Context: an optimization exercise on an open-source flow, tuned for small area. The choices shown serve that exercise and are no tape-out recipe. At most, simulation tests tie the RTL to the original design; equivalence was not proved. Power and IR drop assume default switching activity.

== alpha ==
// ioTest
module ioTest (input  M_CLOCK,         
               input  rst,             
               input  [3:0] IO_PB,     
               input  [7:0] IO_DSW,    
               output [3:0] F_LED,     
               output [7:0] IO_LED,    
               output [3:0] IO_SSEGD,  
               output reg [7:0] IO_SSEG,   
               output IO_SSEG_COL);    
  localparam S0 = 3'd0, S1 = 3'd1, S2 = 3'd2, S3 = 3'd3, S4 = 3'd4, S5 = 3'd5;
  function [13:0] inc14(input [13:0] a);
    integer n; reg c;
    begin c = 1'b1;
      for (n = 0; n < 14; n = n + 1) begin inc14[n] = a[n] ^ c; c = c & a[n]; end
    end
  endfunction
  function [5:0] inc6(input [5:0] a);
    integer n; reg c;
    begin c = 1'b1;
      for (n = 0; n < 6; n = n + 1) begin inc6[n] = a[n] ^ c; c = c & a[n]; end
    end
  endfunction
  function [7:0] inc8c(input [7:0] a, input ci);
    integer n; reg c;
    begin c = ci;
      for (n = 0; n < 8; n = n + 1) begin inc8c[n] = a[n] ^ c; c = c & a[n]; end
    end
  endfunction
  function [3:0] inc4(input [3:0] a);
    integer n; reg c;
    begin c = 1'b1;
      for (n = 0; n < 4; n = n + 1) begin inc4[n] = a[n] ^ c; c = c & a[n]; end
    end
  endfunction
  function [2:0] inc3(input [2:0] a);
    integer n; reg c;
    begin c = 1'b1;
      for (n = 0; n < 3; n = n + 1) begin inc3[n] = a[n] ^ c; c = c & a[n]; end
    end
  endfunction
  function ge14(input [13:0] a, input [13:0] b);
    integer n; reg g, e;
    begin g = 1'b0; e = 1'b1;
      for (n = 13; n >= 0; n = n - 1) begin
        g = g | (e & a[n] & ~b[n]); e = e & ~(a[n] ^ b[n]);
      end
      ge14 = g | e;
    end
  endfunction
  reg  [2:0]  state;
  reg  [1:0]  rs;         
  reg  [3:0]  sc;         
  reg  [3:0]  scnt;       
  reg  [3:0]  lvl;        
  reg  [3:0]  g;          
  reg  [5:0]  sc32;       
  reg  [13:0] r;
  reg         z;          
  reg         fled;
  reg         lon;        
  reg  [1:0]  lval;       
  reg         blank;      
  assign IO_SSEG_COL = 1'b1;
  assign F_LED = {4{fled}};
  assign IO_LED = {lon & (lval == 2'd0), lon & (lval == 2'd1),
                   lon & (lval == 2'd2), lon & (lval == 2'd3), 4'b0000};
  assign IO_SSEGD = blank ? 4'b1111 :
                    (rs == 2'd1) ? 4'b1110 :
  ...
clock: 10.0 ns
lec_check: 0
cap_margin: 20
core_margin: 2
core_utilization: 40
cts_buf_list: sky130_fd_sc_hd__clkbuf_8
slew_margin: 20
standard.sh (not shown) runs the stock make flow with config.mk's settings and CLKGATE_MAP_FILE= SYNTH_SCRIPT=/design/flow/synth_recipe.tcl, a recipe that flattens the netlist after the stock synthesis.
==> flow/flow/run.sh <==
#!/bin/bash
# Own flow: the standard synthesis, then the logic between its flip-flops re-mapped
# for area (flip-flops untouched), then the standard layout from floorplan to finish.
# Each tool's output goes to a log file of its own in the work folder.
set -euo pipefail
W=$PWD
PLAT=${FLOW_PLATFORM:-sky130hd}
YOSYS=$FLOW_HOME/../tools/install/yosys/bin/yosys
[[ -x $YOSYS ]] || YOSYS=yosys
LIB=$FLOW_HOME/platforms/$PLAT/lib/sky130_fd_sc_hd__tt_025C_1v80.lib
RES=$W/orfs/results/$PLAT/ioTest/base
LOGS=$W/orfs/logs/$PLAT/ioTest/base

bash standard.sh synth > $W/synth_std.log 2>&1
cp $RES/1_2_yosys.v $W/std_1_2_yosys.v

# the cells the standard synthesis may not use
DONTUSE=$(grep -o -- '-dont_use [A-Za-z0-9_]*' $LOGS/1_2_yosys.log | sort -u | tr '\n' ' ')
sed -e "s#{LIB}#$LIB#g" -e "s#{STD}#$W/std_1_2_yosys.v#g" -e "s#{ABC}#$W/flow/area.abc#g" \
    -e "s#{DONTUSE}#$DONTUSE#g" -e "s#{OUT}#$W/resyn_1_2_yosys.v#g" flow/resyn.ys > $W/resyn.ys
sed -e "s#{LIB}#$LIB#g" -e "s#{STD}#$W/std_1_2_yosys.v#g" -e "s#{NEW}#$W/resyn_1_2_yosys.v#g" \
    flow/equiv.ys > $W/equiv.ys
if $YOSYS -s $W/resyn.ys > $W/resyn.log 2>&1 && \
   $YOSYS -s $W/equiv.ys > $W/equiv.log 2>&1; then
  cp $W/resyn_1_2_yosys.v $RES/1_2_yosys.v
  touch $RES/1_2_yosys.v
  echo "re-mapped netlist in use" > $W/resyn_status.txt
else
  echo "re-mapping failed or not proven equivalent: standard netlist kept" > $W/resyn_status.txt
fi

bash standard.sh "BUFFER_PORTS_ARGS=-buffer_cell sky130_fd_sc_hd__buf_1" finish > $W/layout.log 2>&1
Other scripts of this flow, unchanged in this note and not shown: flow/flow/area.abc, flow/flow/equiv.ys, flow/flow/resyn.ys
alpha ran to completion and came out clean on the timing, design-rule and antenna checks.
#### Input delta (beta over alpha)
diff --git a/flow/flow/run.sh b/flow/flow/run.sh
--- a/flow/flow/run.sh
+++ b/flow/flow/run.sh
@@ -32 +32 @@
-bash standard.sh "BUFFER_PORTS_ARGS=-buffer_cell sky130_fd_sc_hd__buf_1" finish > $W/layout.log 2>&1
+bash standard.sh > $W/layout.log 2>&1
==> comparison <==
Reported for alpha and beta, number of violations of the max-capacitance limit turned out identical to the last digit. Per the comparison of beta with alpha, amount of wire on met3 after detailed routing now smaller, total length of routed met2 wires now larger, portion of the layout cell area used by non-clock buffers now larger. Taking alpha as the reference, in beta met3 global-route usage shrank by 0.55 points; clock network fraction of total power decreased by 0.3 points relative to the old numbers; final critical path time including I/O delays and setup went up; data required time of the worst path was more or less identical. beta finished end to end and its layout was clean on timing, DRC and antenna.

========
Setup of indigo:
Another version of the RTL of ioTest (not shown whole).
Size in the first run: ~740 cells after synthesis.
Settings: LEC_CHECK=0, CAP_MARGIN=20, CORE_MARGIN=2, CORE_UTILIZATION=40, SLEW_MARGIN=20; clock period 10.0 ns.
run.sh (not shown) runs the stock make flow with config.mk's settings and CLKGATE_MAP_FILE= SYNTH_SCRIPT=/design/flow/synth_recipe.tcl, a recipe that flattens the netlist after the stock synthesis.
Stock flow here: none of the scripts above is used.
indigo | stages: all done | timing, DRC, antenna: all pass
Edits applied to the flow inputs when going from indigo to violet:
- putting CTS_BUF_LIST at sky130_fd_sc_hd__clkbuf_8 where nothing was set
Results
Max worst setup slack across violet and indigo: indigo
In the metrics for violet and indigo, the one carrying the lower shortest clock period the worst path allows after layout is indigo.
Global-route usage: indigo vs violet — no meaningful difference
Summary of violet over indigo: fraction of the mapped netlist area in compound gates shows no meaningful change; clock power shows a reduction of about 26%; register share of the cell area shows an increase of 0.45 points; met2 global-route usage shows no meaningful change; finished layout cell area shows a reduction of 1.5%.

========
Another version of the RTL of ioTest (not shown whole).
For scale: roughly 500 cells after synthesis, ~39 I/O pins.
==> flow/config.mk <==
export PLATFORM = sky130hd
export DESIGN_NAME = ioTest
export DESIGN_NICKNAME = ioTest
export VERILOG_FILES = /design/flow/design.v
export SDC_FILE = /design/flow/constraint.sdc
export NUM_CORES = 4
export LEC_CHECK = 0
export CAP_MARGIN = 20
export CORE_MARGIN = 2
export CORE_UTILIZATION = 40
export CTS_BUF_LIST = sky130_fd_sc_hd__clkbuf_8
export CTS_CLUSTER_DIAMETER = 200
export CTS_CLUSTER_SIZE = 30
export SLEW_MARGIN = 20
==> flow/constraint.sdc <==
create_clock -name core_clock -period 10.0 [get_ports {M_CLOCK}]
set_input_delay 2.0000 -clock core_clock [delete_from_list [all_inputs] [get_ports {M_CLOCK}]]
set_output_delay 2.0000 -clock core_clock [all_outputs]
set_load 0.01 [all_outputs]
standard.sh (not shown) runs the stock make flow with config.mk's settings and CLKGATE_MAP_FILE= SYNTH_SCRIPT=/design/flow/synth_recipe.tcl, a recipe that flattens the netlist after the stock synthesis.
==> flow/flow/run.sh <==
#!/bin/bash
# Own flow: the standard synthesis; then the logic between its flip-flops is
# re-mapped for area with ABC (flip-flops untouched, four ABC seeds tried, the
# smallest result that yosys proves equivalent to the standard netlist is kept);
# then the standard layout from floorplan to finish, with buf_1 as the port buffer.
# Each tool's output goes to a log file of its own in the work folder.
set -euo pipefail
W=$PWD
PLAT=${FLOW_PLATFORM:-sky130hd}
YOSYS=$FLOW_HOME/../tools/install/yosys/bin/yosys
[[ -x $YOSYS ]] || YOSYS=yosys
LIB=$FLOW_HOME/platforms/$PLAT/lib/sky130_fd_sc_hd__tt_025C_1v80.lib
RES=$W/orfs/results/$PLAT/ioTest/base
LOGS=$W/orfs/logs/$PLAT/ioTest/base

bash standard.sh synth > $W/synth_std.log 2>&1
cp $RES/1_2_yosys.v $W/std_1_2_yosys.v

# the cells the standard synthesis may not use
DONTUSE=$(grep -o -- '-dont_use [A-Za-z0-9_]*' $LOGS/1_2_yosys.log | sort -u | tr '\n' ' ')
for S in 0 1 2 3; do
  sed -e "s#{SEED}#$S#" flow/area.abc > $W/area_$S.abc
  sed -e "s#{LIB}#$LIB#g" -e "s#{STD}#$W/std_1_2_yosys.v#g" -e "s#{ABC}#$W/area_$S.abc#g" \
      -e "s#{DONTUSE}#$DONTUSE#g" -e "s#{OUT}#$W/resyn_$S.v#g" flow/resyn.ys > $W/resyn_$S.ys
  ( $YOSYS -s $W/resyn_$S.ys > $W/resyn_$S.log 2>&1 || true ) &
done
wait
# candidates, smallest area first
: > $W/resyn_status.txt
for S in 0 1 2 3; do
  if [[ -f $W/resyn_$S.v.stat ]]; then
    echo "$(grep 'Chip area' $W/resyn_$S.v.stat | awk '{print $NF}') $S" >> $W/resyn_areas.txt
  fi
done
USED=""
if [[ -f $W/resyn_areas.txt ]]; then
  for S in $(sort -g $W/resyn_areas.txt | awk '{print $2}'); do
    sed -e "s#{LIB}#$LIB#g" -e "s#{STD}#$W/std_1_2_yosys.v#g" -e "s#{NEW}#$W/resyn_$S.v#g" \
        flow/equiv.ys > $W/equiv_$S.ys
    if $YOSYS -s $W/equiv_$S.ys > $W/equiv_$S.log 2>&1; then USED=$S; break; fi
  done
fi
if [[ -n $USED ]]; then
  cp $W/resyn_$USED.v $RES/1_2_yosys.v
  touch $RES/1_2_yosys.v
  echo "re-mapped netlist (seed $USED) in use" >> $W/resyn_status.txt
else
  echo "no re-mapped netlist proven equivalent: standard netlist kept" >> $W/resyn_status.txt
fi

bash standard.sh "BUFFER_PORTS_ARGS=-buffer_cell sky130_fd_sc_hd__buf_1" finish > $W/layout.log 2>&1
Other scripts of this flow, unchanged in this note and not shown: flow/flow/area.abc, flow/flow/equiv.ys, flow/flow/resyn.ys
Change:
CTS_BUF_LIST = sky130_fd_sc_hd__clkbuf_16   (was sky130_fd_sc_hd__clkbuf_8)
CTS_CLUSTER_SIZE = 60   (was 30)
The new run passed the timing, design-rule and antenna checks.
Register-to-register slack is better by 0.04 ns.
Via count rises by 0.33%.
Total power went up by 11%.
Synthesized area stays the same.
Fmax increases by 0.70%.
Routed wire length is about the same.
Cell area is higher by 1.3%.
Sequential share of layout area came out lower by 0.37 points.
Setup slack improved by 0.042 ns.
Cell count is unchanged.
No functional check of the RTL was part of any run of this note.

-- static timing again, ports no longer ideal --
The results above use ideal ports. As a check the final layouts listed here were re-extracted and re-timed, cells and wires unchanged.
Step 1: set_driving_cell puts a clkbuf_16 on M_CLOCK and a buf_2 on each other input, an assumption about the parent block.
Step 2 times the ports against the registers' clock, not the clock port: input delays grow and output delays shrink by t, the midpoint of the rising clock arrivals with the driver on.
Three values: ideal ports, drivers, drivers and shift; two values: the first two.
| run | t, ns | slack for setup (ns) | hold WS [ns] | latest minus earliest clock arrival (ns) |
|---|---|---|---|---|
| alpha | 0.346 | 4.486 / 4.486 / 4.486 | 0.470 / 0.470 / 0.470 | 0.010 / 0.010 |
| beta | 0.350 | 4.419 / 4.419 / 4.419 | 0.476 / 0.476 / 0.476 | 0.008 / 0.009 |
| indigo | 0.386 | 5.334 / 5.334 / 5.334 | 0.428 / 0.428 / 0.428 | 0.010 / 0.011 |
| violet | 0.419 | 5.310 / 5.310 / 5.310 | 0.432 / 0.432 / 0.432 | 0.014 / 0.014 |
| the first run of note 3 | 0.335 | 3.995 / 3.995 / 3.995 | 0.470 / 0.470 / 0.470 | 0.005 / 0.006 |
| the second run of note 3 | 0.326 | 4.037 / 4.037 / 4.037 | 0.465 / 0.465 / 0.465 | 0.006 / 0.006 |
After both steps setup and hold are still met in every run listed.
